From an optimization exercise on the open Yosys and OpenROAD flow, aimed at small area; shortcuts taken in it are not production practice. Function was not checked in any run shown here: the RTL went through the layout flow alone. Power is estimated from default activity; no workload was simulated.

## flow/design.v (module list and top-level ports; edited modules follow where they fit)
// module PS2_key: 62 lines
// module VGA_control: 27 lines
// module VGA_pixel: 129 lines
// module apple_generate: 54 lines
// module boom: 123 lines
// module score_ctrl: 26 lines
// module snake: 227 lines
// module spr_rom: 2810 lines
// module txt_rom: 43 lines
// module snake_top: 230 lines
module snake_top
(
	input clk,
	input rst_n,
	input key0,
	input ps2_clk,
	input ps2_dat,
	output vga_hsync,
	output vga_vsync,
	output vga_blank_n,
	output vga_sync_n,
	output [23:0] vga_rgb,
	output [3:0] ledg,
	output [3:0] ledr,
	output [11:0] score1,
	output [11:0] score2,
	output [1:0] game_status,
	output green_win,
	output red_win,
	output [5:0] head1_x,
	output [5:0] head1_y,
	output [5:0] head2_x,
	output [5:0] head2_y,
	output [17:0] apples_x,
	output [14:0] apples_y,
	output [2:0] apples_on
);
  // ...
==> flow/flow/run.sh <==
#!/bin/bash
# Standard layout flow, run whole.
cp standard.sh standard.sh.txt
cp synth_recipe.tcl synth_recipe.tcl.txt
cp config.mk config.mk.txt
bash standard.sh > standard.log 2>&1
==> flow/standard.sh <==
#!/bin/bash
# synth_recipe.tcl (not shown) runs the flow's synth.tcl, then flattens the netlist and writes it again
# the make line also repeats each setting of config.mk as NAME=value (left out here)
make -C /OpenROAD-flow-scripts/flow DESIGN_CONFIG=/design/flow/config.mk WORK_HOME=/design/flow/orfs CLKGATE_MAP_FILE= SYNTH_SCRIPT=/design/flow/synth_recipe.tcl "${@:-finish}"
==> flow/config.mk <==
export PLATFORM = sky130hd
export DESIGN_NAME = snake_top
export DESIGN_NICKNAME = snake_top
export VERILOG_FILES = /design/flow/design.v
export SDC_FILE = /design/flow/constraint.sdc
export NUM_CORES = 8
export LEC_CHECK = 0
export CAP_MARGIN = 20
export CORE_MARGIN = 2
export CORE_UTILIZATION = 28
export SLEW_MARGIN = 20
export SYNTH_MEMORY_MAX_BITS = 65536
==> flow/constraint.sdc <==
create_clock -name core_clock -period 40.0 [get_ports {clk}]
set_input_delay 8.0000 -clock core_clock [delete_from_list [all_inputs] [get_ports {clk}]]
set_output_delay 8.0000 -clock core_clock [all_outputs]
set_load 0.01 [all_outputs]
==> results.toml, run 1 <==
[global_route]
antenna_found_initial = 51
met3_usage = 0.150
grt_max_degree = 127
grt_pass1_vias = 101000
grt_usage = 0.333
grt_pass1_wl_mm = 839

[placed_design]
place.gp.congestion = 1.10
dp_hpwl_mm = 432

[finish]
buffer_area_frac = 0.0519
syn2layout_area_growth_pct = 11.2
fillCellCount = 37300
signal_buffers = 701
seq_cells = 506
fin_nets = 13400
largest_class = "multi-input gates"
nNonClkInverters = 479
layout_commonest_cell = "xnor2_1"
fin_cells = 17600
clockBufferCount = 92
final_util = 0.312

[synthesis]
synth_simple_gate_area_share = 0.213
synth-warning-count = 18
syn_area_mm2 = 0.0980

[worst_hold_path]
hold_path_end = "u_ps2.kd1"
whs_path_depth = 0

[clock_network]
clk_latency_ns = 0.79
cts_setup_buffers = 0

[pwr]
p_seq_w = 0.000538
vdd_drop_max_mv = 0.0492
p_switching_w = 0.000663
comb_power_w = 0.000573

[setup_path]
worst_path_most_repeated_cell = "ha_1"
path_buf_inv = 12
critical-path-slowest-cell = "a21oi_1"

[detailed_routing]
route.detailed.drc = 0
drt_wl_total_mm = 620
dr_total_vias = 113000

[floorplanning]
nWellTaps = 4599
core_mm2 = 0.349

[sta]
timing.fmax_ghz = 0.0369
fin_hold_ws_ns = 0.362
period_minus_slack_ns = 27.08
hold_viol = 0

[run_status]
run_status = "finished clean"
==> module apple_generate, before the edit <==
module apple_generate #(
	parameter [10:0] INC = 11'd999,
	parameter integer TH = 500,
	parameter integer W = 9
) (
	input i_clk,
	input i_rst_n,
	input [5:0] hx1,
	input [4:0] hy1,
	input [5:0] hx2,
	input [4:0] hy2,
	output logic [5:0] ax,
	output logic [4:0] ay,
	output logic on,
	output logic eat1,
	output logic eat2
);
	logic [10:0] rnd;
	logic [W-1:0] tm;      
	wire [5:0] rx = rnd[10:5];
	wire [4:0] ry = rnd[4:0];
	wire hit1 = (ax == hx1) && (ay == hy1);
	wire hit2 = (ax == hx2) && (ay == hy2);
	always_ff @(posedge i_clk or negedge i_rst_n) begin
		if (!i_rst_n) begin
			rnd <= 11'd0;
			on <= 1'b0;
			tm <= '0;
			ax <= 6'd24;
			ay <= 5'd10;
			eat1 <= 1'b0;
			eat2 <= 1'b0;
		end else begin
			rnd <= rnd + INC;
			eat1 <= 1'b0;
			eat2 <= 1'b0;
			if (!on) begin
				if (tm == TH[W-1:0]) begin
					on <= 1'b1;
					tm <= '0;
					ax <= (rx > 6'd38) ? rx - 6'd25 : (rx == 6'd0) ? 6'd1 : rx;
					ay <= (ry > 5'd28) ? ry - 5'd3 : (ry == 5'd0) ? 5'd1 : ry;
				end else
					tm <= tm + 1'b1;
			end else if (hit1) begin
				on <= 1'b0;
				eat1 <= 1'b1;
			end else if (hit2) begin
				on <= 1'b0;
				eat2 <= 1'b1;
			end
		end
	end
endmodule
==> module boom, before the edit <==
module boom #(
	parameter [10:0] SEED = 11'd35
) (
	input clk,
	input rst_n,
	input [5:0] hx1,
	input [4:0] hy1,
	input [5:0] hx2,
	input [4:0] hy2,
	input [1:0] pdir1,
	input [1:0] pdir2,
	input [8:0] spd4,
	output logic [5:0] bx,
	output logic [4:0] by,
	output logic disp,
	output logic [5:0] cx,
	output logic [5:0] cy,
	output [5:0] pa,         
	output [5:0] pb,         
	output [5:0] pc,         
	output [5:0] pd,         
	output logic [1:0] dir,
	output logic [2:0] outside
);
	localparam [1:0] UP = 2'd0, DOWN = 2'd1, LEFT = 2'd2, RIGHT = 2'd3;
	logic [10:0] rnd;
	logic act1, act2, ready;
	wire [5:0] rx = rnd[10:5];
	wire [4:0] ry = rnd[4:0];
	wire t1 = (bx == hx1) && (by == hy1);
	wire t2 = (bx == hx2) && (by == hy2);
	always_ff @(posedge clk or negedge rst_n) begin
		if (!rst_n) begin
			rnd <= 11'd0;
			bx <= SEED[5:0];
			by <= SEED[4:0];
			disp <= 1'b1;
			act1 <= 1'b0;
			act2 <= 1'b0;
		end else begin
			rnd <= rnd + SEED;
			if (ready) begin
				bx <= (rx > 6'd38) ? rx - 6'd25 : (rx <= 6'd1) ? 6'd2 : rx;
				by <= (ry > 5'd28) ? ry - 5'd3 : (ry <= 5'd1) ? 5'd2 : ry;
				disp <= 1'b1;
			end else if (t1 || t2)
				disp <= 1'b0;
			act1 <= t1;
			act2 <= t2;
		end
	end
	logic act, allout;
	logic [5:0] d;
	logic [31:0] cnt;
	assign pa = cx - d;
	assign pb = cx + d;
	assign pc = cy - d;
	assign pd = cy + d;
	wire oa = pa > 6'd38;
	wire ob = pb > 6'd38;
	wire ox = cx > 6'd38;
	wire oy = cy > 6'd28;
	wire oc = pc > 6'd28;
	wire od = pd > 6'd28;
	logic [2:0] pout;
	always_comb begin
		case (dir)
			UP:    pout = {ob | oy, ox | oc, oa | oy};
			DOWN:  pout = {oa | oy, ox | od, ob | oy};
			LEFT:  pout = {ox | oc, oa | oy, ox | od};
			default: pout = {ox | od, ob | oy, ox | oc};
		endcase
	end
	always_ff @(posedge clk or negedge rst_n) begin
		if (!rst_n) begin
			act <= 1'b0;
			ready <= 1'b0;
			allout <= 1'b0;
			cx <= 6'd0;
			cy <= 6'd0;
			d <= 6'd0;
			dir <= 2'd0;
			cnt <= 32'd0;
			outside <= 3'd0;
		end else begin
			ready <= allout & ~ready;
			allout <= &outside;
			for (int i = 0; i < 3; i++) begin
				if (!act) outside[i] <= 1'b0;
				else if (pout[i] && !disp) outside[i] <= 1'b1;
				else if (allout) outside[i] <= 1'b0;
			end
			if (!act) begin
				cnt <= 32'd0;
				if (act1) begin
					cx <= hx1;
					cy <= {1'b0, hy1};
					d <= 6'd2;
					dir <= pdir1;
					act <= 1'b1;
				end else if (act2) begin
					cx <= hx2;
					cy <= {1'b0, hy2};
					d <= 6'd2;
					dir <= pdir2;
					act <= 1'b1;
				end else begin
					cx <= 6'd0;
					cy <= 6'd0;
					d <= 6'd0;
				end
			end else begin
				cnt <= cnt + 32'd1;
				if (allout)
					act <= 1'b0;
				else if (cnt == {23'd0, spd4}) begin
					cnt <= 32'd0;
					d <= d + 6'd1;
				end
			end
		end
	end
endmodule
==> module snake, before the edit <==
module snake #(
	parameter [4:0] Y0 = 5'd5
) (
	input clk,
	input rst_n,
	input restart,
	input step,               
	input kup,
	input kdown,
	input kleft,
	input kright,
	input add,
	input [5:0] b1x, input [5:0] b1y, input [5:0] b1a, input [5:0] b1b,
	input [5:0] b1c, input [5:0] b1d, input [1:0] b1dir,
	input [5:0] b2x, input [5:0] b2y, input [5:0] b2a, input [5:0] b2b,
	input [5:0] b2c, input [5:0] b2d, input [1:0] b2dir,
	input [5:0] px,
	input [4:0] py,
	output [5:0] hx,
	output [4:0] hy,
	output [1:0] dr,
	output logic [15:0][5:0] cx,
	output logic [15:0][4:0] cy,
	output logic [15:0] live,
	output hit,
	output pm,
	output logic [3:0] pimg,
	output logic [3:0] ledg
);
	localparam [1:0] UP = 2'd0, DOWN = 2'd1, LEFT = 2'd2, RIGHT = 2'd3;
	logic [5:0] hxr;
	logic [4:0] hyr;
	logic [1:0] drr;
	logic [1:0] lk [0:14];      
	logic [1:0] l0, l1;
	logic [1:0] lh [2:14];
	always_comb begin
		lk[0] = l0;
		lk[1] = l1;
		for (int j = 2; j < 15; j++) lk[j] = lh[j];
	end
	logic [3:0] nst;            
	logic [3:0] cn;             
	logic full;                 
	logic acs;                  
	logic hitr;                 
	assign hx = hxr;
	assign hy = hyr;
	assign dr = drr;
	assign hit = hitr;
	logic [15:0] valid, exist;
	always_comb begin
		cx[0] = hxr;
		cy[0] = hyr;
		for (int j = 0; j < 15; j++) begin
			cx[j+1] = lk[j][1] ? (lk[j][0] ? cx[j] - 6'd1 : cx[j] + 6'd1) : cx[j];
			cy[j+1] = lk[j][1] ? cy[j] : (lk[j][0] ? cy[j] - 5'd1 : cy[j] + 5'd1);
		end
		for (int k = 0; k < 16; k++) begin
			valid[k] = (k < 3) ? 1'b1 : (nst >= 4'(k - 2));
			exist[k] = (k < 3) ? 1'b1 : (full || (cn > 4'(k)));
			live[k] = valid[k] & exist[k];
		end
	end
	function automatic logic bhit(input [5:0] x, input [4:0] y,
		input [5:0] bx, input [5:0] by, input [5:0] ba, input [5:0] bb,
		input [5:0] bc, input [5:0] bd, input [1:0] bdir);
		logic ex, ey, xa, xb, yc, yd;
		ex = (x == bx);
		ey = ({1'b0, y} == by);
		xa = (x == ba);
		xb = (x == bb);
		yc = ({1'b0, y} == bc);
		yd = ({1'b0, y} == bd);
		case (bdir)
			UP:    bhit = (ey & (xa | xb)) | (ex & yc);
			DOWN:  bhit = (ey & (xa | xb)) | (ex & yd);
			LEFT:  bhit = (ex & (yc | yd)) | (ey & xa);
			default: bhit = (ex & (yc | yd)) | (ey & xb);
		endcase
	endfunction
	wire z1 = bhit(6'd0, 5'd0, b1x, b1y, b1a, b1b, b1c, b1d, b1dir);
	wire z2 = bhit(6'd0, 5'd0, b2x, b2y, b2a, b2b, b2c, b2d, b2dir);
	logic [15:0] bh;
	always_comb begin
		for (int k = 0; k < 16; k++)
			bh[k] = valid[k] ? (bhit(cx[k], cy[k], b1x, b1y, b1a, b1b, b1c, b1d, b1dir) |
			                    bhit(cx[k], cy[k], b2x, b2y, b2a, b2b, b2c, b2d, b2dir))
			                 : (z1 | z2);
	end
	wire dead_now = bh[0] | bh[1] | bh[2];
	logic cut;
	logic [3:0] cutk;
	always_comb begin
		cut = 1'b0;
		cutk = 4'd0;
		for (int k = 15; k >= 3; k--)
			if (bh[k] & exist[k]) begin
				cut = 1'b1;
				cutk = 4'(k);
			end
	end
	wire wallc = (drr == UP && hyr == 5'd1) || (drr == DOWN && hyr == 5'd28) ||
	             (drr == LEFT && hxr == 6'd1) || (drr == RIGHT && hxr == 6'd38);
	logic bodyc;
	always_comb begin
		bodyc = 1'b0;
		for (int k = 2; k < 16; k = k + 2)
			bodyc = bodyc | (live[k] & (cx[k] == hxr) & (cy[k] == hyr));
	end
	logic [1:0] dnext;
	always_comb begin
		if (drr[1] == 1'b0)
			dnext = kleft ? LEFT : kright ? RIGHT : drr;
		else
			dnext = kup ? UP : kdown ? DOWN : drr;
	end
	always_ff @(posedge clk or negedge rst_n) begin
		if (!rst_n) begin
			hxr <= 6'd10;
			hyr <= Y0;
			drr <= RIGHT;
			l0 <= RIGHT;
			l1 <= RIGHT;
			nst <= 4'd0;
			cn <= 4'd3;
			full <= 1'b0;
			acs <= 1'b0;
			hitr <= 1'b0;
		end else if (restart) begin
			hxr <= 6'd10;
			hyr <= Y0;
			drr <= RIGHT;
			l0 <= RIGHT;
			l1 <= RIGHT;
			nst <= 4'd0;
			cn <= 4'd3;
			full <= 1'b0;
			acs <= 1'b0;
			hitr <= 1'b0;
		end else begin
			drr <= dnext;
			if (step) begin
				if (wallc || bodyc)
					hitr <= 1'b1;
				else begin
					case (drr)
						UP: hyr <= hyr - 5'd1;
						DOWN: hyr <= hyr + 5'd1;
						LEFT: hxr <= hxr - 6'd1;
						default: hxr <= hxr + 6'd1;
					endcase
					l0 <= drr;
					l1 <= l0;
					if (nst != 4'd13) nst <= nst + 4'd1;
				end
			end
			if (!acs) begin
				if (add) begin
					cn <= cn + 4'd1;
					full <= full | (cn == 4'd15);
					acs <= 1'b1;
				end
			end else if (!add)
				acs <= 1'b0;
			if (dead_now)
				hitr <= 1'b1;
			else if (cut) begin
				cn <= cutk;
				full <= 1'b0;
			end
		end
	end
	always_ff @(posedge clk) begin
		if (!restart && step && !(wallc || bodyc))
			for (int j = 2; j < 15; j++) lh[j] <= lk[j-1];
	end
	logic [15:0] m, s;
	always_comb begin
		for (int k = 0; k < 16; k++)
			m[k] = live[k] & (cx[k] == px) & (cy[k] == py);
		s = m & ~(m - 16'd1);     
	end
	assign pm = |m;
	logic [1:0] pv, nv;
	logic nval, tl;
	always_comb begin
		pv = 2'd0;
		nv = 2'd0;
		nval = 1'b0;
		tl = s[15];
		for (int k = 1; k < 16; k++)
			if (s[k]) pv = pv | lk[k-1];
		for (int k = 1; k < 15; k++)
			if (s[k]) begin
				nv = nv | lk[k];
				nval = nval | valid[k+1];
				tl = tl | (cn == 4'(k + 1));
			end
	end
	function automatic logic [3:0] body_img(input [1:0] p, input nu, input nd, input nl, input nr);
		case (p)
			UP:    body_img = nu ? 4'd4 : nl ? 4'd6 : 4'd8;
			DOWN:  body_img = nd ? 4'd4 : nl ? 4'd7 : 4'd9;
			RIGHT: body_img = nr ? 4'd5 : nd ? 4'd6 : 4'd7;
			default: body_img = nl ? 4'd5 : nd ? 4'd8 : 4'd9;
		endcase
	endfunction
	always_comb begin
		if (s[0])
			pimg = {2'b00, lk[0]};
		else if (tl)
			pimg = 4'd10 + {2'b00, pv};
		else if (nval)
			pimg = body_img(pv, nv == UP, nv == DOWN, nv == LEFT, nv == RIGHT);
		else
			pimg = body_img(pv, 1'b0, py == 5'd1, 1'b0, px == 6'd1);
	end
	logic [3:0] img1;
	always_comb begin
		img1 = body_img(lk[0], lk[1] == UP, lk[1] == DOWN, lk[1] == LEFT, lk[1] == RIGHT);
		if (cn == 4'd2)
			ledg = 4'd0;
		else
			ledg = {img1 == 4'd6, img1 == 4'd9, img1 == 4'd8, img1 == 4'd7};
	end
endmodule
==> module snake_top, before the edit <==
module snake_top
(
	input clk,
	input rst_n,
	input key0,
	input ps2_clk,
	input ps2_dat,
	output vga_hsync,
	output vga_vsync,
	output vga_blank_n,
	output vga_sync_n,
	output [23:0] vga_rgb,
	output [3:0] ledg,
	output [3:0] ledr,
	output [11:0] score1,
	output [11:0] score2,
	output [1:0] game_status,
	output green_win,
	output red_win,
	output [5:0] head1_x,
	output [5:0] head1_y,
	output [5:0] head2_x,
	output [5:0] head2_y,
	output [17:0] apples_x,
	output [14:0] apples_y,
	output [2:0] apples_on
);
	localparam [1:0] S_RESTART = 2'd0, S_START = 2'd1, S_PLAY = 2'd2, S_DIE = 2'd3;
	logic [3:0] dir1, dir2;      
	PS2_key u_ps2 (
		.i_clk(clk), .i_rst_n(rst_n), .i_key_clk(ps2_clk), .i_key_data(ps2_dat),
		.o_dir1(dir1), .o_dir2(dir2)
	);
	assign ledr = dir2;
	wire anykey = (|dir1) | (|dir2);
	logic [1:0] st;
	logic [12:0] flash;
	logic gwin, rwin;
	logic hit1, hit2, cross1, cross2;
	always_ff @(posedge clk or negedge rst_n) begin
		if (!rst_n) begin
			st <= S_RESTART;
			flash <= 13'd0;
			gwin <= 1'b0;
			rwin <= 1'b0;
		end else begin
			case (st)
				S_RESTART: if (key0) st <= S_START;
				S_START: if (anykey) begin
					st <= S_PLAY;
					gwin <= 1'b0;
					rwin <= 1'b0;
				end
				S_PLAY: begin
					if (hit1) begin
						st <= S_DIE; rwin <= 1'b1; gwin <= 1'b0;
					end else if (hit2) begin
						st <= S_DIE; gwin <= 1'b1; rwin <= 1'b0;
					end else if (cross1) begin
						st <= S_DIE; rwin <= 1'b1; gwin <= 1'b0;
					end else if (cross2) begin
						st <= S_DIE; gwin <= 1'b1;
					end else begin
						gwin <= 1'b0; rwin <= 1'b0;
					end
				end
				default: begin
					if (flash <= 13'd5000) flash <= flash + 13'd1;
					else if (anykey) begin
						flash <= 13'd0;
						st <= S_RESTART;
					end
				end
			endcase
		end
	end
	assign game_status = st;
	assign green_win = gwin;
	assign red_win = rwin;
	wire restart = (st == S_RESTART);
	wire play = (st == S_PLAY);
	logic add1, add2;
	logic [8:0] sc1, sc2;
	score_ctrl u_sc1 (.clk(clk), .rst_n(rst_n), .restart(restart), .add(add1), .bcd(sc1));
	score_ctrl u_sc2 (.clk(clk), .rst_n(rst_n), .restart(restart), .add(add2), .bcd(sc2));
	assign score1 = {3'b000, sc1};
	assign score2 = {3'b000, sc2};
	logic [3:0] spd;
	logic [31:0] scnt;
	logic [10:0] speed;
	wire [9:0] ssum = {1'b0, sc1} + {1'b0, sc2};
	logic [3:0] spd_nxt;
	always_comb begin
		if (ssum <= 10'd4) spd_nxt = 4'd1;
		else if (ssum <= 10'd6) spd_nxt = 4'd2;
		else if (ssum <= 10'd8) spd_nxt = 4'd3;
		else if (ssum <= 10'd10) spd_nxt = 4'd4;
		else if (ssum <= 10'd12) spd_nxt = 4'd5;
		else if (ssum <= 10'd14) spd_nxt = 4'd6;
		else if (ssum <= 10'd16) spd_nxt = 4'd7;
		else if (ssum <= 10'd18) spd_nxt = 4'd8;
		else if (ssum <= 10'd20) spd_nxt = 4'd9;
		else if (ssum <= 10'd22) spd_nxt = 4'd10;
		else if (ssum <= 10'd24) spd_nxt = 4'd11;
		else spd_nxt = 4'd12;
	end
	always_comb begin
		case (spd)
			4'd1: speed = 11'd625;
			4'd2: speed = 11'd500;
			4'd3: speed = 11'd416;
			4'd4: speed = 11'd357;
			4'd5: speed = 11'd277;
			4'd6: speed = 11'd250;
			4'd7: speed = 11'd227;
			4'd8: speed = 11'd208;
			4'd9: speed = 11'd192;
			4'd10: speed = 11'd178;
			4'd11: speed = 11'd166;
			4'd12: speed = 11'd156;
			default: speed = 11'd1250;
		endcase
	end
	wire scnt_hit = (scnt == {21'd0, speed});
	always_ff @(posedge clk or negedge rst_n) begin
		if (!rst_n) begin
			spd <= 4'd0;
			scnt <= 32'd0;
		end else if (restart) begin
			spd <= 4'd0;
			scnt <= 32'd0;
		end else begin
			spd <= spd_nxt;
			scnt <= scnt_hit ? 32'd0 : scnt + 32'd1;
		end
	end
	wire step = scnt_hit & play;
	logic en;
	logic [5:0] px;      
	logic [4:0] py;      
	logic [9:0] ha;      
	logic [9:0] vb;      
	VGA_control u_vga_t (
		.clk(clk), .rst_n(rst_n),
		.o_hs(vga_hsync), .o_vs(vga_vsync), .o_en(en), .o_ha(ha), .o_vb(vb)
	);
	assign vga_blank_n = en;
	assign vga_sync_n = 1'b0;
	assign px = en ? ha[9:4] : 6'd0;
	assign py = en ? vb[8:4] : 5'd0;
	logic [5:0] hx1, hx2;
	logic [4:0] hy1, hy2;
	logic [5:0] ax1, ax2, ax3;
	logic [4:0] ay1, ay2, ay3;
	logic [2:0] aon;
	logic [2:0] e1, e2;
	apple_generate #(.INC(11'd999),  .TH(500),   .W(9))  u_ap1 (.i_clk(clk), .i_rst_n(rst_n), .hx1(hx1), .hy1(hy1), .hx2(hx2), .hy2(hy2), .ax(ax1), .ay(ay1), .on(aon[0]), .eat1(e1[0]), .eat2(e2[0]));
	apple_generate #(.INC(11'd949),  .TH(5500),  .W(13)) u_ap2 (.i_clk(clk), .i_rst_n(rst_n), .hx1(hx1), .hy1(hy1), .hx2(hx2), .hy2(hy2), .ax(ax2), .ay(ay2), .on(aon[1]), .eat1(e1[1]), .eat2(e2[1]));
	apple_generate #(.INC(11'd899),  .TH(10500), .W(14)) u_ap3 (.i_clk(clk), .i_rst_n(rst_n), .hx1(hx1), .hy1(hy1), .hx2(hx2), .hy2(hy2), .ax(ax3), .ay(ay3), .on(aon[2]), .eat1(e1[2]), .eat2(e2[2]));
	assign add1 = |e1;
	assign add2 = |e2;
	assign apples_x = {ax3, ax2, ax1};
	assign apples_y = {ay3, ay2, ay1};
	assign apples_on = aon;
	logic [1:0] dr1, dr2;
	logic [5:0] bx1, bx2;
	logic [4:0] by1, by2;
	logic bdisp1, bdisp2;
	logic [5:0] c1x, c1y, c1a, c1b, c1c, c1d, c2x, c2y, c2a, c2b, c2c, c2d;
	logic [1:0] c1dir, c2dir;
	logic [2:0] out1, out2;
	boom #(.SEED(11'd35)) u_bm1 (.clk(clk), .rst_n(rst_n), .hx1(hx1), .hy1(hy1), .hx2(hx2), .hy2(hy2),
		.pdir1(dr1), .pdir2(dr2), .spd4(speed[10:2]),
		.bx(bx1), .by(by1), .disp(bdisp1),
		.cx(c1x), .cy(c1y), .pa(c1a), .pb(c1b), .pc(c1c), .pd(c1d), .dir(c1dir), .outside(out1));
	boom #(.SEED(11'd25)) u_bm2 (.clk(clk), .rst_n(rst_n), .hx1(hx1), .hy1(hy1), .hx2(hx2), .hy2(hy2),
		.pdir1(dr1), .pdir2(dr2), .spd4(speed[10:2]),
		.bx(bx2), .by(by2), .disp(bdisp2),
		.cx(c2x), .cy(c2y), .pa(c2a), .pb(c2b), .pc(c2c), .pd(c2d), .dir(c2dir), .outside(out2));
	logic [15:0][5:0] s1x, s2x;
	logic [15:0][4:0] s1y, s2y;
	logic [15:0] live1, live2;
	logic pm1, pm2;
	logic [3:0] pimg1, pimg2;
	logic [3:0] ledg1, ledg2;
	snake #(.Y0(5'd5)) u_s1 (
		.clk(clk), .rst_n(rst_n), .restart(restart), .step(step),
		.kup(dir1[3]), .kdown(dir1[2]), .kleft(dir1[1]), .kright(dir1[0]),
		.add(add1),
		.b1x(c1x), .b1y(c1y), .b1a(c1a), .b1b(c1b), .b1c(c1c), .b1d(c1d), .b1dir(c1dir),
		.b2x(c2x), .b2y(c2y), .b2a(c2a), .b2b(c2b), .b2c(c2c), .b2d(c2d), .b2dir(c2dir),
		.px(px), .py(py),
		.hx(hx1), .hy(hy1), .dr(dr1), .cx(s1x), .cy(s1y), .live(live1),
		.hit(hit1), .pm(pm1), .pimg(pimg1), .ledg(ledg1)
	);
	snake #(.Y0(5'd20)) u_s2 (
		.clk(clk), .rst_n(rst_n), .restart(restart), .step(step),
		.kup(dir2[3]), .kdown(dir2[2]), .kleft(dir2[1]), .kright(dir2[0]),
		.add(add2),
		.b1x(c1x), .b1y(c1y), .b1a(c1a), .b1b(c1b), .b1c(c1c), .b1d(c1d), .b1dir(c1dir),
		.b2x(c2x), .b2y(c2y), .b2a(c2a), .b2b(c2b), .b2c(c2c), .b2d(c2d), .b2dir(c2dir),
		.px(px), .py(py),
		.hx(hx2), .hy(hy2), .dr(dr2), .cx(s2x), .cy(s2y), .live(live2),
		.hit(hit2), .pm(pm2), .pimg(pimg2), .ledg(ledg2)
	);
	assign ledg = ledg1;
	assign head1_x = hx1;
	assign head1_y = {1'b0, hy1};
	assign head2_x = hx2;
	assign head2_y = {1'b0, hy2};
	always_comb begin
		cross1 = 1'b0;
		cross2 = 1'b0;
		for (int k = 1; k < 16; k = k + 2) begin
			cross1 = cross1 | (live2[k] & (s2x[k] == hx1) & (s2y[k] == hy1));
			cross2 = cross2 | (live1[k] & (s1x[k] == hx2) & (s1y[k] == hy2));
		end
	end
	VGA_pixel u_pix (
		.clk(clk), .rst_n(rst_n), .st(st), .flash_done(flash >= 13'd5000), .rwin(rwin),
		.en(en), .ha(ha), .vb(vb), .px(px), .py(py),
		.ax1(ax1), .ay1(ay1), .ax2(ax2), .ay2(ay2), .ax3(ax3), .ay3(ay3), .aon(aon),
		.bx1(bx1), .by1(by1), .bdisp1(bdisp1),
		.c1x(c1x), .c1y(c1y), .c1a(c1a), .c1b(c1b), .c1c(c1c), .c1d(c1d), .c1dir(c1dir), .out1(out1),
		.bx2(bx2), .by2(by2), .bdisp2(bdisp2),
		.c2x(c2x), .c2y(c2y), .c2a(c2a), .c2b(c2b), .c2c(c2c), .c2d(c2d), .c2dir(c2dir), .out2(out2),
		.pm1(pm1), .pimg1(pimg1), .pm2(pm2), .pimg2(pimg2),
		.rgb(vga_rgb)
	);
endmodule
==> run 2: changes to the inputs <==
--- a/flow/design.v
+++ b/flow/design.v
@@ -219,3 +219,2 @@
 module apple_generate #(
-	parameter [10:0] INC = 11'd999,
 	parameter integer TH = 500,
@@ -225,2 +224,3 @@
 	input i_rst_n,
+	input [10:0] rnd,         
 	input [5:0] hx1,
@@ -235,3 +235,2 @@
 );
-	logic [10:0] rnd;
 	logic [W-1:0] tm;      
@@ -243,3 +242,2 @@
 		if (!i_rst_n) begin
-			rnd <= 11'd0;
 			on <= 1'b0;
@@ -251,3 +249,2 @@
 		end else begin
-			rnd <= rnd + INC;
 			eat1 <= 1'b0;
@@ -277,2 +274,3 @@
 	input rst_n,
+	input [10:0] rnd,         
 	input [5:0] hx1,
@@ -297,3 +295,2 @@
 	localparam [1:0] UP = 2'd0, DOWN = 2'd1, LEFT = 2'd2, RIGHT = 2'd3;
-	logic [10:0] rnd;
 	logic act1, act2, ready;
@@ -305,3 +302,2 @@
 		if (!rst_n) begin
-			rnd <= 11'd0;
 			bx <= SEED[5:0];
@@ -312,3 +308,2 @@
 		end else begin
-			rnd <= rnd + SEED;
 			if (ready) begin
@@ -471,2 +466,18 @@
 	assign hit = hitr;
+	function automatic [5:0] incdec6(input [5:0] x, input en, input dec);
+		logic c;
+		c = en;
+		for (int i = 0; i < 6; i++) begin
+			incdec6[i] = x[i] ^ c;
+			c = c & (x[i] ^ dec);
+		end
+	endfunction
+	function automatic [4:0] incdec5(input [4:0] x, input en, input dec);
+		logic c;
+		c = en;
+		for (int i = 0; i < 5; i++) begin
+			incdec5[i] = x[i] ^ c;
+			c = c & (x[i] ^ dec);
+		end
+	endfunction
 	logic [15:0] valid, exist;
@@ -476,4 +487,4 @@
 		for (int j = 0; j < 15; j++) begin
-			cx[j+1] = lk[j][1] ? (lk[j][0] ? cx[j] - 6'd1 : cx[j] + 6'd1) : cx[j];
-			cy[j+1] = lk[j][1] ? cy[j] : (lk[j][0] ? cy[j] - 5'd1 : cy[j] + 5'd1);
+			cx[j+1] = incdec6(cx[j], lk[j][1], lk[j][0]);
+			cy[j+1] = incdec5(cy[j], ~lk[j][1], lk[j][0]);
 		end
@@ -504,2 +515,21 @@
 	wire z2 = bhit(6'd0, 5'd0, b2x, b2y, b2a, b2b, b2c, b2d, b2dir);
+	wire hpar = hxr[0] ^ hyr[0];
+	wire q1 = b1a[0] ^ b1y[0] ^ hpar;      
+	wire q2 = b2a[0] ^ b2y[0] ^ hpar;
+	logic [15:0] bv;
+	always_comb begin
+		for (int i = 0; i < 8; i++) begin
+			logic [5:0] x1, x2;
+			logic [4:0] y1, y2;
+			logic h1, h2;
+			x1 = q1 ? cx[2*i+1] : cx[2*i];
+			y1 = q1 ? cy[2*i+1] : cy[2*i];
+			x2 = q2 ? cx[2*i+1] : cx[2*i];
+			y2 = q2 ? cy[2*i+1] : cy[2*i];
+			h1 = bhit(x1, y1, b1x, b1y, b1a, b1b, b1c, b1d, b1dir);
+			h2 = bhit(x2, y2, b2x, b2y, b2a, b2b, b2c, b2d, b2dir);
+			bv[2*i] = (h1 & ~q1) | (h2 & ~q2);
+			bv[2*i+1] = (h1 & q1) | (h2 & q2);
+		end
+	end
 	logic [15:0] bh;
@@ -507,5 +537,3 @@
 		for (int k = 0; k < 16; k++)
-			bh[k] = valid[k] ? (bhit(cx[k], cy[k], b1x, b1y, b1a, b1b, b1c, b1d, b1dir) |
-			                    bhit(cx[k], cy[k], b2x, b2y, b2a, b2b, b2c, b2d, b2dir))
-			                 : (z1 | z2);
+			bh[k] = valid[k] ? bv[k] : (z1 | z2);
 	end
@@ -3657,5 +3685,18 @@
 	logic [2:0] e1, e2;
-	apple_generate #(.INC(11'd999),  .TH(500),   .W(9))  u_ap1 (.i_clk(clk), .i_rst_n(rst_n), .hx1(hx1), .hy1(hy1), .hx2(hx2), .hy2(hy2), .ax(ax1), .ay(ay1), .on(aon[0]), .eat1(e1[0]), .eat2(e2[0]));
-	apple_generate #(.INC(11'd949),  .TH(5500),  .W(13)) u_ap2 (.i_clk(clk), .i_rst_n(rst_n), .hx1(hx1), .hy1(hy1), .hx2(hx2), .hy2(hy2), .ax(ax2), .ay(ay2), .on(aon[1]), .eat1(e1[1]), .eat2(e2[1]));
-	apple_generate #(.INC(11'd899),  .TH(10500), .W(14)) u_ap3 (.i_clk(clk), .i_rst_n(rst_n), .hx1(hx1), .hy1(hy1), .hx2(hx2), .hy2(hy2), .ax(ax3), .ay(ay3), .on(aon[2]), .eat1(e1[2]), .eat2(e2[2]));
+	logic [10:0] rb1, rb2;
+	always_ff @(posedge clk or negedge rst_n) begin
+		if (!rst_n) begin
+			rb1 <= 11'd0;
+			rb2 <= 11'd0;
+		end else begin
+			rb1 <= rb1 + 11'd35;
+			rb2 <= rb2 + 11'd25;
+		end
+	end
+	wire [10:0] ra1 = (11'd0 - rb2) ^ {rb2[0], 10'd0};
+	wire [10:0] ra2 = ra1 - {rb2[9:0], 1'b0};
+	wire [10:0] ra3 = ra1 - {rb2[8:0], 2'b0};
+	apple_generate #(.TH(500),   .W(9))  u_ap1 (.i_clk(clk), .i_rst_n(rst_n), .rnd(ra1), .hx1(hx1), .hy1(hy1), .hx2(hx2), .hy2(hy2), .ax(ax1), .ay(ay1), .on(aon[0]), .eat1(e1[0]), .eat2(e2[0]));
+	apple_generate #(.TH(5500),  .W(13)) u_ap2 (.i_clk(clk), .i_rst_n(rst_n), .rnd(ra2), .hx1(hx1), .hy1(hy1), .hx2(hx2), .hy2(hy2), .ax(ax2), .ay(ay2), .on(aon[1]), .eat1(e1[1]), .eat2(e2[1]));
+	apple_generate #(.TH(10500), .W(14)) u_ap3 (.i_clk(clk), .i_rst_n(rst_n), .rnd(ra3), .hx1(hx1), .hy1(hy1), .hx2(hx2), .hy2(hy2), .ax(ax3), .ay(ay3), .on(aon[2]), .eat1(e1[2]), .eat2(e2[2]));
 	assign add1 = |e1;
@@ -3672,3 +3713,3 @@
 	logic [2:0] out1, out2;
-	boom #(.SEED(11'd35)) u_bm1 (.clk(clk), .rst_n(rst_n), .hx1(hx1), .hy1(hy1), .hx2(hx2), .hy2(hy2),
+	boom #(.SEED(11'd35)) u_bm1 (.clk(clk), .rst_n(rst_n), .rnd(rb1), .hx1(hx1), .hy1(hy1), .hx2(hx2), .hy2(hy2),
 		.pdir1(dr1), .pdir2(dr2), .spd4(speed[10:2]),
@@ -3676,3 +3717,3 @@
 		.cx(c1x), .cy(c1y), .pa(c1a), .pb(c1b), .pc(c1c), .pd(c1d), .dir(c1dir), .outside(out1));
-	boom #(.SEED(11'd25)) u_bm2 (.clk(clk), .rst_n(rst_n), .hx1(hx1), .hy1(hy1), .hx2(hx2), .hy2(hy2),
+	boom #(.SEED(11'd25)) u_bm2 (.clk(clk), .rst_n(rst_n), .rnd(rb2), .hx1(hx1), .hy1(hy1), .hx2(hx2), .hy2(hy2),
 		.pdir1(dr1), .pdir2(dr2), .spd4(speed[10:2]),
==> flow/flow/run.sh (replaced) <==
#!/bin/bash
# Layout flow: the standard flow, except that ABC maps the logic with an
# area-oriented script (flow/abc_map.script) instead of ORFS's default one.
# The synthesis is otherwise the standard flow's own (synth_recipe.tcl), so the registers
# are the same as the standard synthesis's.
set -euo pipefail
HERE=$(pwd)
{
  echo 'proc abc {args} {'
  echo '  set i [lsearch -exact $args -script]'
  echo "  if {\$i >= 0} { set args [lreplace \$args [expr {\$i + 1}] [expr {\$i + 1}] $HERE/flow/abc_map.script] }"
  echo '  yosys abc {*}$args'
  echo '}'
  cat synth_recipe.tcl
} > my_synth.tcl
sed "s#SYNTH_SCRIPT=[^ ]*#SYNTH_SCRIPT=$HERE/my_synth.tcl#" standard.sh > my_standard.sh
bash my_standard.sh > flow.log 2>&1
==> flow/flow/abc_map.script (new file) <==
strash
&get -n
&st
&syn2
&dch -f
&nf -R 1000 -F 8 -C 32
&put
==> run 2 against run 1 <==
Effect of this change:
- via count shrank 27%
- highest routed layer unchanged
- largest power group unchanged
- worst setup slack gained 8.2 ns
- total power shrank 40%
- global-route usage shrank 6.3 points
- final area shrank 24%
- largest cell class unchanged
- maximum frequency grew 43%
- synthesized cell count shrank 26%
- clock skew shrank 0.0020 ns
- clock power shrank 21%
- combinational power shrank 95%
- clock-buffer cell count shrank 19
==> results.toml, run 2 <==
[clock_network]
path_clk_slew_ns = 0.06
cts_tree = "yes"
ctsResizeCount = 0
clk_latency_ns = 0.73
cts_max_level = 2
root_buffer = "clkbuf_16"
cts.sinks = 473
ctsHoldBuffers = 0
cts_setup_buffers = 0
numCtsBuffers = 59
clk_path_buf_depth = 3

[finish]
syn2layout_area_growth_pct = 14.7
fillCellCount = 27700
drive_gt1_frac = 0.0585
fin_nets = 10400
top_regs = "scnt: 32 flops, u_bm1.cnt: 32 flops, u_bm2.cnt: 32 flops"
mostFrequentLayoutCells = "xnor2_1 (1476), nor2_1 (1172), nand2_1 (941)"
layout_commonest_cell = "xnor2_1"

[detailed_routing]
route.detailed.drc = 0
wire_per_inst_um = 27.3
routed_via_density = 6.11
dr.pass1.iters = 10
final_antenna_net_count = 0
dr_total_vias = 83300
drt_iter0_drc = 13700
drt_wl_total_mm = 372

[synthesis]
netlist.area_leader.share = 0.182
syn_avg_cell_area_um2 = 7.43
synth_top_flop_cell = "dfrtp_1"
synth_common_cells = "xnor2_1 (1500), nor2_1 (1179), nand2_1 (952)"
ys_seq_area_frac = 0.169
ys_types = 75
yosys.area.top_type = "xnor2_1"
async_flop_share = 0.890
synth-warning-count = 18
synthCells = 9689
syn_area_mm2 = 0.0720
yosysMostFrequentCell = "xnor2_1"
synth-seq-cells = 473
synthTopCellsByArea = "xnor2_1 (18%), dfrtp_1 (12%), xor2_1 (11%)"
synth-edff-count = 52

[global_route]
antenna_found_initial = 11
grt_usage = 0.270
grt_max_degree = 148
grt_pass1_vias = 75500
overflow = 0
grt_pass1_wl_mm = 532

[sta]
skew_ns = 0.0611
timing.fmax_ghz = 0.0529
rsz0062_at_grt = "no"
tns_ns = 0
timing_worst_slew_pin_value_ns = 1.18
setup_viol = 0
fin_crit_sh = 0.473
hold_viol = 0
slew_headroom = 0.213
final_max_slew_viol_count = 0
layout_setup_ws_ns = 21.08
period_minus_slack_ns = 18.92

[floorplanning]
core_mm2 = 0.256
fp.dieH_um = 511
boundaryPins = 129
num_rows = 186
dieArea_mm2 = 0.261
initial_utilization = 0.281
die_w_um = 511

[placed_design]
place.port_buffers = 119
dp_hpwl_mm = 258
place.gp.congestion = 1.04
dp_slack_ns = 22.16

[setup_path]
cp.required_ns = 32.00
arrival_ns = 10.92
start_kind = "register"
end_kind = "output pin"
path_max_fanout = 33
critPathKind = "register to output pin"

[pwr]
vdd_drop_max_mv = 0.0345
power_density_mw_per_mm2 = 13.3
power.leakage_nw = 28.9

[job]
max_cap_viol_count = 0

[run_status]
run_status = "finished clean"

[worst_hold_path]
hold_class = "register to register"
run 2: routing by layer:
| metal | GRT usage | part of all wire | vias to the layer above | wire (um) |
|---|---|---|---|---|
| met5 | 0 | 0.00066 | - | 245 |
| met4 | 0.176 | 0.082 | 14 | 30400 |
| met3 | 0.0757 | 0.14 | 1599 | 50900 |
| met2 | 0.389 | 0.40 | 6111 | 148000 |
| met1 | 0.350 | 0.38 | 39000 | 142000 |
| li1 | - | - | 36500 | - |
run 2: path summary, 6_finish.rpt:
path	cells after the start	to	from	slack [ns]
worst max-delay path	26	vga_rgb[16]	u_vga_t.vb[1]	21.08
worst min-delay path	0	u_ps2.kd1	u_ps2.kd0	0.37
worst max register to register	48	u_s2.cn[0]	u_s2.hyr[0]	23.51
worst min register to register	0	u_ps2.kd1	u_ps2.kd0	0.37
max in group asynchronous	3	u_vga_t.vb[4]	rst_n	30.29
min in group asynchronous	1	scnt[28]	rst_n	7.29
run 2: critical path, stage by stage (launching register included):
cell	delay [ns]
dfstp_2	0.81
clkinv_1	0.47
ha_1	0.54
nand2_1	0.16
or4_1	0.11
o21ai_0	0.21
nor3_1	0.87
nand2_1	0.42
o221ai_1	0.31
buf_4	0.26
clkinv_1	0.27
ha_1	0.48
buf_4	0.27
nand2_1	0.29
nand2_1	0.30
nor4_1	0.72
o22ai_1	0.29
mux4_2	0.52
o21bai_1	0.22
o22a_1	0.17
buf_4	0.33
clkinv_1	0.52
ha_1	0.47
o21bai_1	0.19
a222oi_1	0.32
o21ai_0	0.13
clkdlybuf4s50_1	0.50
run 2: cell type report:
class	instances	area (um2)	share of cell area
well taps	3384	4230	0.0513
clock inverters	37	427	0.00517
clock buffers	73	1590	0.0192
multi-input cells	8972	59500	0.721
inverters	236	886	0.0107
diodes	5	12.5	0.000152
repair buffers	447	3700	0.0449
flip-flops and latches	473	12200	0.148
run 2: logic make-up after synthesis:
kind of cell             count (synthesis)  synth area share
AO/OA/AOI/OAI                         2739             0.243
XOR/XNOR                              2413             0.294
adder cells (fa/ha/maj)                249            0.0446
buffers and inverters                  252            0.0140
flip-flops                             473             0.169
multiplexers                            91            0.0141
other                                    1         0.0000521
AND/OR/NAND/NOR                       3471             0.221
run 2: per-stage QoR:
stage	cells	total power [W]	hold WS [ns]	cell area [um2]	utilization
2_1_floorplan	9697	0.000525	0.345	72000	-
3_3_place_gp	13500	0.000540	0.356	80500	0.314
3_5_place_dp	13500	0.000540	0.358	80500	0.314
4_1_cts	13600	0.00111	0.365	82500	0.322
5_1_grt	13600	0.00113	0.373	82500	0.322
6_report	13600	0.00110	0.369	82600	0.322
run 2: report_power, final:
group	switching (W)	leakage, nW	internal (W)	total [W]
clock	0.000241	0.988	0.000328	0.000569
sequential	0.0000103	5.59	0.000493	0.000503
combinational	0.0000178	22.3	0.0000102	0.0000280
total	0.000269	28.9	0.000831	0.00110
==> module PS2_key, before the edit <==
module PS2_key (
	input i_clk,
	input i_rst_n,
	input i_key_clk,
	input i_key_data,
	output logic [3:0] o_dir1,    
	output logic [3:0] o_dir2
);
	logic kc0, kc1, kd0, kd1;
	always_ff @(posedge i_clk or negedge i_rst_n) begin
		if (!i_rst_n) begin
			kc0 <= 1'b1;
			kc1 <= 1'b1;
			kd0 <= 1'b1;
			kd1 <= 1'b1;
		end else begin
			kc0 <= i_key_clk;
			kc1 <= kc0;
			kd0 <= i_key_data;
			kd1 <= kd0;
		end
	end
	wire kneg = kc1 & ~kc0;
	logic [3:0] cnt;
	logic [7:0] data;
	logic brk;
	always_ff @(posedge i_clk or negedge i_rst_n) begin
		if (!i_rst_n) begin
			cnt <= 4'd0;
			data <= 8'd0;
			brk <= 1'b0;
			o_dir1 <= 4'd0;
			o_dir2 <= 4'd0;
		end else if (kneg) begin
			cnt <= (cnt == 4'd10) ? 4'd0 : cnt + 4'd1;
			if (cnt != 4'd0 && cnt <= 4'd8) data <= {kd1, data[7:1]};
			if (cnt == 4'd10) begin
				if (data == 8'hf0) brk <= 1'b1;
				else if (!brk) begin
					case (data)
						8'h1D: o_dir1 <= 4'b1000;
						8'h1B: o_dir1 <= 4'b0100;
						8'h1C: o_dir1 <= 4'b0010;
						8'h23: o_dir1 <= 4'b0001;
						8'h43: o_dir2 <= 4'b1000;
						8'h42: o_dir2 <= 4'b0100;
						8'h3B: o_dir2 <= 4'b0010;
						8'h4B: o_dir2 <= 4'b0001;
						default: ;
					endcase
				end else begin
					brk <= 1'b0;
					case (data)
						8'h1D, 8'h1B, 8'h1C, 8'h23: o_dir1 <= 4'd0;
						8'h43, 8'h42, 8'h3B, 8'h4B: o_dir2 <= 4'd0;
						default: ;
					endcase
				end
			end
		end
	end
endmodule
==> module VGA_pixel, before the edit <==
module VGA_pixel
(
	input clk,
	input rst_n,
	input [1:0] st,
	input flash_done,
	input rwin,
	input en,
	input [9:0] ha,
	input [9:0] vb,
	input [5:0] px,
	input [4:0] py,
	input [5:0] ax1, input [4:0] ay1,
	input [5:0] ax2, input [4:0] ay2,
	input [5:0] ax3, input [4:0] ay3,
	input [2:0] aon,
	input [5:0] bx1, input [4:0] by1, input bdisp1,
	input [5:0] c1x, input [5:0] c1y, input [5:0] c1a, input [5:0] c1b,
	input [5:0] c1c, input [5:0] c1d, input [1:0] c1dir, input [2:0] out1,
	input [5:0] bx2, input [4:0] by2, input bdisp2,
	input [5:0] c2x, input [5:0] c2y, input [5:0] c2a, input [5:0] c2b,
	input [5:0] c2c, input [5:0] c2d, input [1:0] c2dir, input [2:0] out2,
	input pm1, input [3:0] pimg1,
	input pm2, input [3:0] pimg2,
	output logic [23:0] rgb
);
	localparam [1:0] UP = 2'd0, DOWN = 2'd1, LEFT = 2'd2, RIGHT = 2'd3;
	localparam [2:0] C_BLACK = 3'd0, C_RED = 3'd1, C_GREEN = 3'd2, C_APPLE = 3'd3,
	                 C_BOOM = 3'd4, C_SNK1 = 3'd5, C_SNK2 = 3'd6;
	function automatic logic proj(input [5:0] x, input [4:0] y,
		input [5:0] bx, input [5:0] by, input [5:0] ba, input [5:0] bb,
		input [5:0] bc, input [5:0] bd, input [1:0] bdir, input [2:0] o);
		logic ex, ey, xa, xb, yc, yd, p1, p2, p3;
		ex = (x == bx);
		ey = ({1'b0, y} == by);
		xa = (x == ba);
		xb = (x == bb);
		yc = ({1'b0, y} == bc);
		yd = ({1'b0, y} == bd);
		case (bdir)
			UP:    begin p1 = xa & ey; p2 = ex & yc; p3 = xb & ey; end
			DOWN:  begin p1 = xb & ey; p2 = ex & yd; p3 = xa & ey; end
			LEFT:  begin p1 = ex & yd; p2 = xa & ey; p3 = ex & yc; end
			default: begin p1 = ex & yc; p2 = xb & ey; p3 = ex & yd; end
		endcase
		proj = (p1 & ~o[0]) | (p2 & ~o[1]) | (p3 & ~o[2]);
	endfunction
	wire apple_on = (px == ax1 && py == ay1 && aon[0]) ||
	                (px == ax2 && py == ay2 && aon[1]) ||
	                (px == ax3 && py == ay3 && aon[2]);
	wire bomb1_on = bdisp1 ? (px == bx1 && py == by1)
	                       : proj(px, py, c1x, c1y, c1a, c1b, c1c, c1d, c1dir, out1);
	wire bomb2_on = bdisp2 ? (px == bx2 && py == by2)
	                       : proj(px, py, c2x, c2y, c2a, c2b, c2c, c2d, c2dir, out2);
	wire onscreen = !(en && (ha == 10'd640 || vb == 10'd480));
	wire wall = onscreen && (px == 6'd0 || py == 5'd0 || px == 6'd39 || py == 5'd29);
	wire inbox = (px >= 6'd15) && (px < 6'd25) && (py >= 5'd8) && (py < 5'd10);
	wire [7:0] tcol = 8'(ha - 10'd240);
	logic tr, tg;
	txt_rom u_txt (.row(vb[4:0]), .col(tcol), .r(tr), .g(tg));
	logic [2:0] src;
	logic [3:0] img;
	always_ff @(posedge clk or negedge rst_n) begin
		if (!rst_n) begin
			src <= C_BLACK;
			img <= 4'd0;
		end else begin
			img <= pm1 ? pimg1 : pimg2;
			if (st == 2'd0)
				src <= C_BLACK;
			else if (st != 2'd3 || !flash_done) begin
				if (apple_on) src <= C_APPLE;
				else if (bomb1_on || bomb2_on) src <= C_BOOM;
				else if (wall) src <= C_RED;
				else if (pm1) src <= C_SNK1;
				else if (pm2) src <= C_SNK2;
				else src <= C_BLACK;
			end else begin
				if (inbox && (rwin ? tr : tg)) src <= rwin ? C_RED : C_GREEN;
				else src <= C_BLACK;
			end
		end
	end
	wire en3 = (ha >= 10'd4) && (ha <= 10'd643) && (vb != 10'd0) && (vb <= 10'd480);
	wire [3:0] x1 = ha[3:0] - 4'd1;
	wire [3:0] y0 = vb[3:0];
	logic [3:0] sid;
	logic [7:0] addr;
	always_comb begin
		sid = 4'd0;
		addr = 8'd0;
		case (src)
			C_APPLE: begin
				sid = 4'd10;
				addr = en3 ? {vb[3:0] + 4'd1, ha[3:0] - 4'd2} : 8'h11;
			end
			C_BOOM: begin
				sid = 4'd11;
				addr = en3 ? {vb[3:0] - 4'd1, ha[3:0] - 4'd4} : 8'hFF;
			end
			default: begin
				case (img)
					4'd0, 4'd4, 4'd6, 4'd8, 4'd10: addr = {y0, x1};
					4'd1, 4'd7, 4'd11:             addr = {4'd15 - y0, x1};
					4'd3, 4'd13:                   addr = {4'd15 - x1, y0};
					default:                       addr = {x1, y0};
				endcase
				case (img)
					4'd0, 4'd1, 4'd2, 4'd3: sid = 4'd0;
					4'd4, 4'd5:             sid = 4'd1;
					4'd6, 4'd7, 4'd9:       sid = 4'd2;
					4'd8:                   sid = 4'd3;
					default:                sid = 4'd4;
				endcase
				if (src == C_SNK2) sid = sid + 4'd5;
			end
		endcase
	end
	logic [23:0] srgb;
	spr_rom u_spr (.sid(sid), .addr(addr), .rgb(srgb));
	always_comb begin
		case (src)
			C_BLACK: rgb = 24'h000000;
			C_RED:   rgb = 24'hff0000;
			C_GREEN: rgb = 24'h00ff00;
			default: rgb = srgb;
		endcase
	end
endmodule
==> run 3: changes to the inputs <==
--- a/flow/design.v
+++ b/flow/design.v
@@ -26,2 +26,4 @@
 	logic brk;
+	always_ff @(posedge i_clk)
+		if (kneg && cnt != 4'd0 && cnt <= 4'd8) data <= {kd1, data[7:1]};
 	always_ff @(posedge i_clk or negedge i_rst_n) begin
@@ -29,3 +31,2 @@
 			cnt <= 4'd0;
-			data <= 8'd0;
 			brk <= 1'b0;
@@ -35,3 +36,2 @@
 			cnt <= (cnt == 4'd10) ? 4'd0 : cnt + 4'd1;
-			if (cnt != 4'd0 && cnt <= 4'd8) data <= {kd1, data[7:1]};
 			if (cnt == 4'd10) begin
@@ -151,2 +151,4 @@
 	logic [3:0] img;
+	always_ff @(posedge clk)
+		img <= pm1 ? pimg1 : pimg2;      
 	always_ff @(posedge clk or negedge rst_n) begin
@@ -154,5 +156,3 @@
 			src <= C_BLACK;
-			img <= 4'd0;
 		end else begin
-			img <= pm1 ? pimg1 : pimg2;
 			if (st == 2'd0)
@@ -219,4 +219,5 @@
 module apple_generate #(
-	parameter integer TH = 500,
-	parameter integer W = 9
+	parameter integer W = 9,
+	parameter [W-1:0] MASK = 9'h108,    
+	parameter [W-1:0] TERM = 9'h87      
 ) (
@@ -252,3 +253,3 @@
 			if (!on) begin
-				if (tm == TH[W-1:0]) begin
+				if (tm == TERM) begin
 					on <= 1'b1;
@@ -258,3 +259,3 @@
 				end else
-					tm <= tm + 1'b1;
+					tm <= {tm[W-2:0], ~^(tm & MASK)};
 			end else if (hit1) begin
@@ -349,3 +350,2 @@
 			dir <= 2'd0;
-			cnt <= 32'd0;
 			outside <= 3'd0;
@@ -360,3 +360,2 @@
 			if (!act) begin
-				cnt <= 32'd0;
 				if (act1) begin
@@ -379,9 +378,6 @@
 			end else begin
-				cnt <= cnt + 32'd1;
 				if (allout)
 					act <= 1'b0;
-				else if (cnt == {23'd0, spd4}) begin
-					cnt <= 32'd0;
+				else if (cnt == {23'd0, spd4})
 					d <= d + 6'd1;
-				end
 			end
@@ -389,2 +385,8 @@
 	end
+	always_ff @(posedge clk) begin
+		if (!act || (!allout && cnt == {23'd0, spd4}))
+			cnt <= 32'd0;
+		else
+			cnt <= cnt + 32'd1;
+	end
 endmodule
@@ -566,2 +568,3 @@
 	end
+	wire move = step && !(wallc || bodyc);
 	always_ff @(posedge clk or negedge rst_n) begin
@@ -570,10 +573,5 @@
 			hyr <= Y0;
-			drr <= RIGHT;
 			l0 <= RIGHT;
 			l1 <= RIGHT;
-			nst <= 4'd0;
 			cn <= 4'd3;
-			full <= 1'b0;
-			acs <= 1'b0;
-			hitr <= 1'b0;
 		end else if (restart) begin
@@ -581,7 +579,26 @@
 			hyr <= Y0;
-			drr <= RIGHT;
 			l0 <= RIGHT;
 			l1 <= RIGHT;
-			nst <= 4'd0;
 			cn <= 4'd3;
+		end else begin
+			if (move) begin
+				case (drr)
+					UP: hyr <= hyr - 5'd1;
+					DOWN: hyr <= hyr + 5'd1;
+					LEFT: hxr <= hxr - 6'd1;
+					default: hxr <= hxr + 6'd1;
+				endcase
+				l0 <= drr;
+				l1 <= l0;
+			end
+			if (!acs && add)
+				cn <= cn + 4'd1;
+			if (!dead_now && cut)
+				cn <= cutk;
+		end
+	end
+	always_ff @(posedge clk) begin
+		if (restart) begin
+			drr <= RIGHT;
+			nst <= 4'd0;
 			full <= 1'b0;
@@ -591,20 +608,8 @@
 			drr <= dnext;
-			if (step) begin
-				if (wallc || bodyc)
-					hitr <= 1'b1;
-				else begin
-					case (drr)
-						UP: hyr <= hyr - 5'd1;
-						DOWN: hyr <= hyr + 5'd1;
-						LEFT: hxr <= hxr - 6'd1;
-						default: hxr <= hxr + 6'd1;
-					endcase
-					l0 <= drr;
-					l1 <= l0;
-					if (nst != 4'd13) nst <= nst + 4'd1;
-				end
-			end
+			if (step && (wallc || bodyc))
+				hitr <= 1'b1;
+			if (move && nst != 4'd13)
+				nst <= nst + 4'd1;
 			if (!acs) begin
 				if (add) begin
-					cn <= cn + 4'd1;
 					full <= full | (cn == 4'd15);
@@ -616,6 +621,4 @@
 				hitr <= 1'b1;
-			else if (cut) begin
-				cn <= cutk;
+			else if (cut)
 				full <= 1'b0;
-			end
 		end
@@ -623,3 +626,3 @@
 	always_ff @(posedge clk) begin
-		if (!restart && step && !(wallc || bodyc))
+		if (!restart && move)
 			for (int j = 2; j < 15; j++) lh[j] <= lk[j-1];
@@ -3565,3 +3568,4 @@
 	logic [1:0] st;
-	logic [12:0] flash;
+	logic [12:0] flash;      
+	localparam [12:0] FL_MASK = 13'h1013, FL_5000 = 13'h1773, FL_5001 = 13'h0ee7;
 	logic gwin, rwin;
@@ -3596,3 +3600,3 @@
 				default: begin
-					if (flash <= 13'd5000) flash <= flash + 13'd1;
+					if (flash != FL_5001) flash <= {flash[11:0], ~^(flash & FL_MASK)};
 					else if (anykey) begin
@@ -3653,7 +3657,4 @@
 	wire scnt_hit = (scnt == {21'd0, speed});
-	always_ff @(posedge clk or negedge rst_n) begin
-		if (!rst_n) begin
-			spd <= 4'd0;
-			scnt <= 32'd0;
-		end else if (restart) begin
+	always_ff @(posedge clk) begin
+		if (restart) begin
 			spd <= 4'd0;
@@ -3698,5 +3699,5 @@
 	wire [10:0] ra3 = ra1 - {rb2[8:0], 2'b0};
-	apple_generate #(.TH(500),   .W(9))  u_ap1 (.i_clk(clk), .i_rst_n(rst_n), .rnd(ra1), .hx1(hx1), .hy1(hy1), .hx2(hx2), .hy2(hy2), .ax(ax1), .ay(ay1), .on(aon[0]), .eat1(e1[0]), .eat2(e2[0]));
-	apple_generate #(.TH(5500),  .W(13)) u_ap2 (.i_clk(clk), .i_rst_n(rst_n), .rnd(ra2), .hx1(hx1), .hy1(hy1), .hx2(hx2), .hy2(hy2), .ax(ax2), .ay(ay2), .on(aon[1]), .eat1(e1[1]), .eat2(e2[1]));
-	apple_generate #(.TH(10500), .W(14)) u_ap3 (.i_clk(clk), .i_rst_n(rst_n), .rnd(ra3), .hx1(hx1), .hy1(hy1), .hx2(hx2), .hy2(hy2), .ax(ax3), .ay(ay3), .on(aon[2]), .eat1(e1[2]), .eat2(e2[2]));
+	apple_generate #(.W(9),  .MASK(9'h108),   .TERM(9'h087))   u_ap1 (.i_clk(clk), .i_rst_n(rst_n), .rnd(ra1), .hx1(hx1), .hy1(hy1), .hx2(hx2), .hy2(hy2), .ax(ax1), .ay(ay1), .on(aon[0]), .eat1(e1[0]), .eat2(e2[0]));
+	apple_generate #(.W(13), .MASK(13'h1013), .TERM(13'h1539)) u_ap2 (.i_clk(clk), .i_rst_n(rst_n), .rnd(ra2), .hx1(hx1), .hy1(hy1), .hx2(hx2), .hy2(hy2), .ax(ax2), .ay(ay2), .on(aon[1]), .eat1(e1[1]), .eat2(e2[1]));
+	apple_generate #(.W(14), .MASK(14'h2803), .TERM(14'h3ac2)) u_ap3 (.i_clk(clk), .i_rst_n(rst_n), .rnd(ra3), .hx1(hx1), .hy1(hy1), .hx2(hx2), .hy2(hy2), .ax(ax3), .ay(ay3), .on(aon[2]), .eat1(e1[2]), .eat2(e2[2]));
 	assign add1 = |e1;
@@ -3761,3 +3762,3 @@
 	VGA_pixel u_pix (
-		.clk(clk), .rst_n(rst_n), .st(st), .flash_done(flash >= 13'd5000), .rwin(rwin),
+		.clk(clk), .rst_n(rst_n), .st(st), .flash_done(flash == FL_5000 || flash == FL_5001), .rwin(rwin),
 		.en(en), .ha(ha), .vb(vb), .px(px), .py(py),
==> flow/flow/run.sh (replaced) <==
#!/bin/bash
# Layout flow: the standard flow (standard.sh) with these changes, none
# of which touches the registers, the constraints or the power grid:
#  - synthesis: ABC maps the logic with an area-oriented script
#    (flow/abc_map.script) instead of ORFS's default one, and no full/half
#    adder cells are extracted (ADDER_MAP_FILE empty);
#  - port buffers are the smallest buffer (buf_1) instead of a delay buffer;
#  - after global routing, gates on paths with slack are downsized
#    (RECOVER_POWER), which returns area.
# Each tool's output goes to flow.log and to ORFS's own logs under orfs/.
set -euo pipefail
HERE=$(pwd)
{
  echo 'proc abc {args} {'
  echo '  set i [lsearch -exact $args -script]'
  echo "  if {\$i >= 0} { set args [lreplace \$args [expr {\$i + 1}] [expr {\$i + 1}] $HERE/flow/abc_map.script] }"
  echo '  yosys abc {*}$args'
  echo '}'
  cat synth_recipe.tcl
} > my_synth.tcl
sed -e "s#SYNTH_SCRIPT=[^ ]*#SYNTH_SCRIPT=$HERE/my_synth.tcl ADDER_MAP_FILE= RECOVER_POWER=100 'BUFFER_PORTS_ARGS=-buffer_cell sky130_fd_sc_hd__buf_1'#" standard.sh > my_standard.sh
bash my_standard.sh > flow.log 2>&1
==> flow/flow/abc_map.script (replaced) <==
strash
&get -n
&deepsyn -T 120
&put
dch
amap
--- a/flow/config.mk
+++ b/flow/config.mk
@@ -7,6 +7,7 @@
 export LEC_CHECK = 0
-export CAP_MARGIN = 20
+export CAP_MARGIN = 0
 export CORE_MARGIN = 2
 export CORE_UTILIZATION = 28
-export SLEW_MARGIN = 20
+export GPL_TIMING_DRIVEN = 0
+export SLEW_MARGIN = 0
 export SYNTH_MEMORY_MAX_BITS = 65536
==> run 3 against run 2 <==
Effect of this change:
- critical path depth grew 29
- the layout now fails its checks (capacitance limit, slew limit)
- highest routed layer unchanged
- critical path type is now register to register
- register-to-register slack lost 9.1 ns
- largest power group is now combinational logic
- total power grew to 3.9 times the previous value
- sequential share of layout area grew 2.5 points
- non-clock buffer count shrank 202
- sequential power grew about 20%
- utilization shrank 0.26 points
==> results.toml, run 3 <==
[sta]
final_max_slew_viol_count = 1092
timing_worst_slew_pin_value_ns = 3.07
fin_crit_sh = 0.639
slew_headroom = -1.05
skew_ns = 0.0416
rsz0062_at_grt = "no"
period_minus_slack_ns = 25.55
setup_viol = 0
tns_ns = 0
hold_viol = 0
timing.fmax_ghz = 0.0391

[synthesis]
ys_types = 68
syn_area_mm2 = 0.0594
async_flop_share = 0.611
synthTopCellsByArea = "o22ai_1 (15%), nor2_1 (10%), dfrtp_1 (9.7%)"
yosysMostFrequentCell = "nor2_1"
ys_seq_area_frac = 0.196
synth_common_cells = "nor2_1 (1643), clkinv_1 (1531), o22ai_1 (1441)"
synth-seq-cells = 476
synth-warning-count = 18
syn_avg_cell_area_um2 = 6.36
synthCells = 9339
netlist.area_leader.share = 0.152
yosys.area.top_type = "o22ai_1"
synth_top_flop_cell = "dfrtp_1"
synth-edff-count = 60

[placed_design]
placedInstanceArea_mm2 = 0.0657
dp_hpwl_mm = 291
place.gp.congestion = 1.10
place.port_buffers = 119

[clock_network]
ctsResizeCount = 0
path_clk_slew_ns = 0.06
numCtsBuffers = 57
cts_tree = "yes"
cts_max_level = 2
cts_setup_buffers = 0
ctsHoldBuffers = 0
root_buffer = "clkbuf_16"
clk_latency_ns = 0.74
cts.sinks = 476
clk_path_buf_depth = 3

[floorplanning]
fp.dieH_um = 465
initial_utilization = 0.281
core_mm2 = 0.211
die_w_um = 465
boundaryPins = 129
num_rows = 169
dieArea_mm2 = 0.216

[setup_path]
worst_path_most_repeated_cell = "clkinv_1"
critical-path-slowest-cell = "dfstp_1"
arrival_ns = 26.11
r2r_cells = 55
path_max_fanout = 32
start_kind = "register"
end_kind = "register"
cp.required_ns = 40.56
critPathKind = "register to register"
cpPeakStageDelay_ns = 2.59

[finish]
fillCellCount = 23600
mostFrequentLayoutCells = "nor2_1 (1627), clkinv_1 (1498), o22ai_1 (1423)"
syn2layout_area_growth_pct = 13.8
multi_input_area_mm2 = 0.0424
regArea_mm2 = 0.0117
drive_gt1_frac = 0.0349
layout_commonest_cell = "nor2_1"
top_regs = "scnt: 32 flops, u_bm1.cnt: 32 flops, u_bm2.cnt: 32 flops"
fin_nets = 9640
final_area_mm2 = 0.0676

[global_route]
grt_pass1_vias = 77200
grt_pass1_wl_mm = 567
grt_usage = 0.356
antenna_found_initial = 27
overflow = 0
grt_max_degree = 64

[pwr]
p_clk_frac = 0.125
vdd_drop_max_mv = 0.107
p_sw_frac = 0.612
power.leakage_nw = 21.0
power_density_mw_per_mm2 = 64.3
seqPwrFrac = 0.139
p_switching_w = 0.00266
combPwrFrac = 0.736
cell_internal_pwr_w = 0.00168

[detailed_routing]
route.detailed.drc = 0
dr.pass1.iters = 17
wire_per_inst_um = 32.5
final_antenna_net_count = 0
routed_via_density = 7.01
dr_total_vias = 87800
drt_iter0_drc = 16500
drt_wl_total_mm = 407

[run_status]
so_faults = "capacitance limit, slew limit"
run_status = "failed layout checks"

[job]
max_cap_viol_count = 52

[worst_hold_path]
whs_path_depth = 0
hold_class = "register to register"
## run 3: cell count changes in the layout (fill, tap and decap cells not counted), sizes merged, moves of 303 or more
| cell | before | now |
|---|---|---|
| clkinv | 256 | 1534 |
| xnor2 | 1500 | 0 |
| nand2 | 952 | 562 |
| nor2 | 1179 | 1643 |
| o22ai | 94 | 1441 |
| xor2 | 913 | 0 |
| a21oi | 814 | 511 |
## run 3: kinds of logic after synthesis
family / synth area share
compound gates: 0.476
buf+inv: 0.0988
flops: 0.196
other cells: 0.0000631
simple gates: 0.228
## run 3: path summary, 6_finish.rpt
kind / slack [ns] / startpoint / endpoint
max: 14.45 / u_s1.hyr[0] / register
min: 0.36 / u_ps2.kd0 / u_ps2.kd1
max reg2reg: 14.45 / u_s1.hyr[0] / register
min reg2reg: 0.36 / u_ps2.kd0 / u_ps2.kd1
max in group asynchronous: 24.63 / rst_n / u_ap3.tm[7]
min in group asynchronous: 7.60 / rst_n / u_s2.l0[0]
## run 3: area by class of cell
| cell class | count | share of cell area |
|---|---|---|
| multi-input cells | 7324 | 0.627 |
| flip-flops and latches | 476 | 0.173 |
| inverters | 1531 | 0.0856 |
| well taps | 2821 | 0.0522 |
| repair buffers | 229 | 0.0319 |
| clock buffers | 92 | 0.0250 |
| clock inverters | 15 | 0.00322 |
| plain buffers | 16 | 0.00167 |
| diodes | 28 | 0.00104 |
## run 3: critical path: cells and delay by family, from the launching register on
family	cells	cell delay, ns
AO/OA/AOI/OAI	24	13.38
buffers and inverters	18	6.74
flip-flops	1	2.59
AND/OR/NAND/NOR	13	2.53
## run 3: per-stage QoR
step / util / power [W] / hold WS [ns] / setup WS (ns) / std cells
floorplan: - / 0.00258 / 0.345 / 23.74 / 9347
global placement: 0.300 / 0.00357 / 0.346 / 14.33 / 12300
detailed placement: 0.311 / 0.00356 / 0.349 / 18.50 / 12400
CTS: 0.320 / 0.00411 / 0.358 / 18.28 / 12500
global route: 0.319 / 0.00454 / 0.358 / 14.39 / 12500
finish: 0.320 / 0.00434 / 0.356 / 14.45 / 12500
## run 3: layer usage
layer | vias to the layer above | global-route usage | routed length (um)
met2 | 7941 | 0.502 | 158000
met1 | 40000 | 0.417 | 141000
met4 | 16 | 0.293 | 44500
li1 | 37400 | - | -
met5 | - | 0.00423 | 195
met3 | 2445 | 0.153 | 63600
## run 3: power groups by stage
stage	Combinational (W)	Sequential, W	Clock (W)
after floorplan	0.00201	0.000571	0
after global placement	0.00297	0.000603	0
after detailed placement	0.00295	0.000603	0
after CTS	0.00296	0.000595	0.000551
after global routing	0.00337	0.000601	0.000571
final	0.00320	0.000603	0.000544

==> re-timing with driven ports <==
How much do the figures lean on ideal ports? The routed layouts below were timed once more, with nothing changed but the port constraints. Step 1 sets driving cells, clkbuf_16 on the clock port and buf_2 on the other inputs (assumed; they add their load-dependent delay and slew). Step 2, shift: input delay + t, output delay - t, t = (earliest + latest rising clock arrival at the registers) / 2. This alone moves slack from input paths to output paths. a / b / c = ideal / step 1 / step 2; a / b = the first two.
| run | t (ns) | setup slack, ns | latest minus earliest clock arrival (ns) | slew at the worst register clock pin (ns) | pins driven straight from the clock port |
|---|---|---|---|---|---|
| run 1 | 0.855 | 12.924 / 12.924 / 12.924 | 0.069 / 0.069 | 0.08 / 0.08 | 1 |
| run 2 | 0.781 | 21.082 / 21.000 / 21.781 | 0.064 / 0.065 | 0.08 / 0.08 | 1 |
| run 3 | 0.795 | 14.452 / 14.452 / 14.452 | 0.041 / 0.042 | 0.09 / 0.09 | 1 |
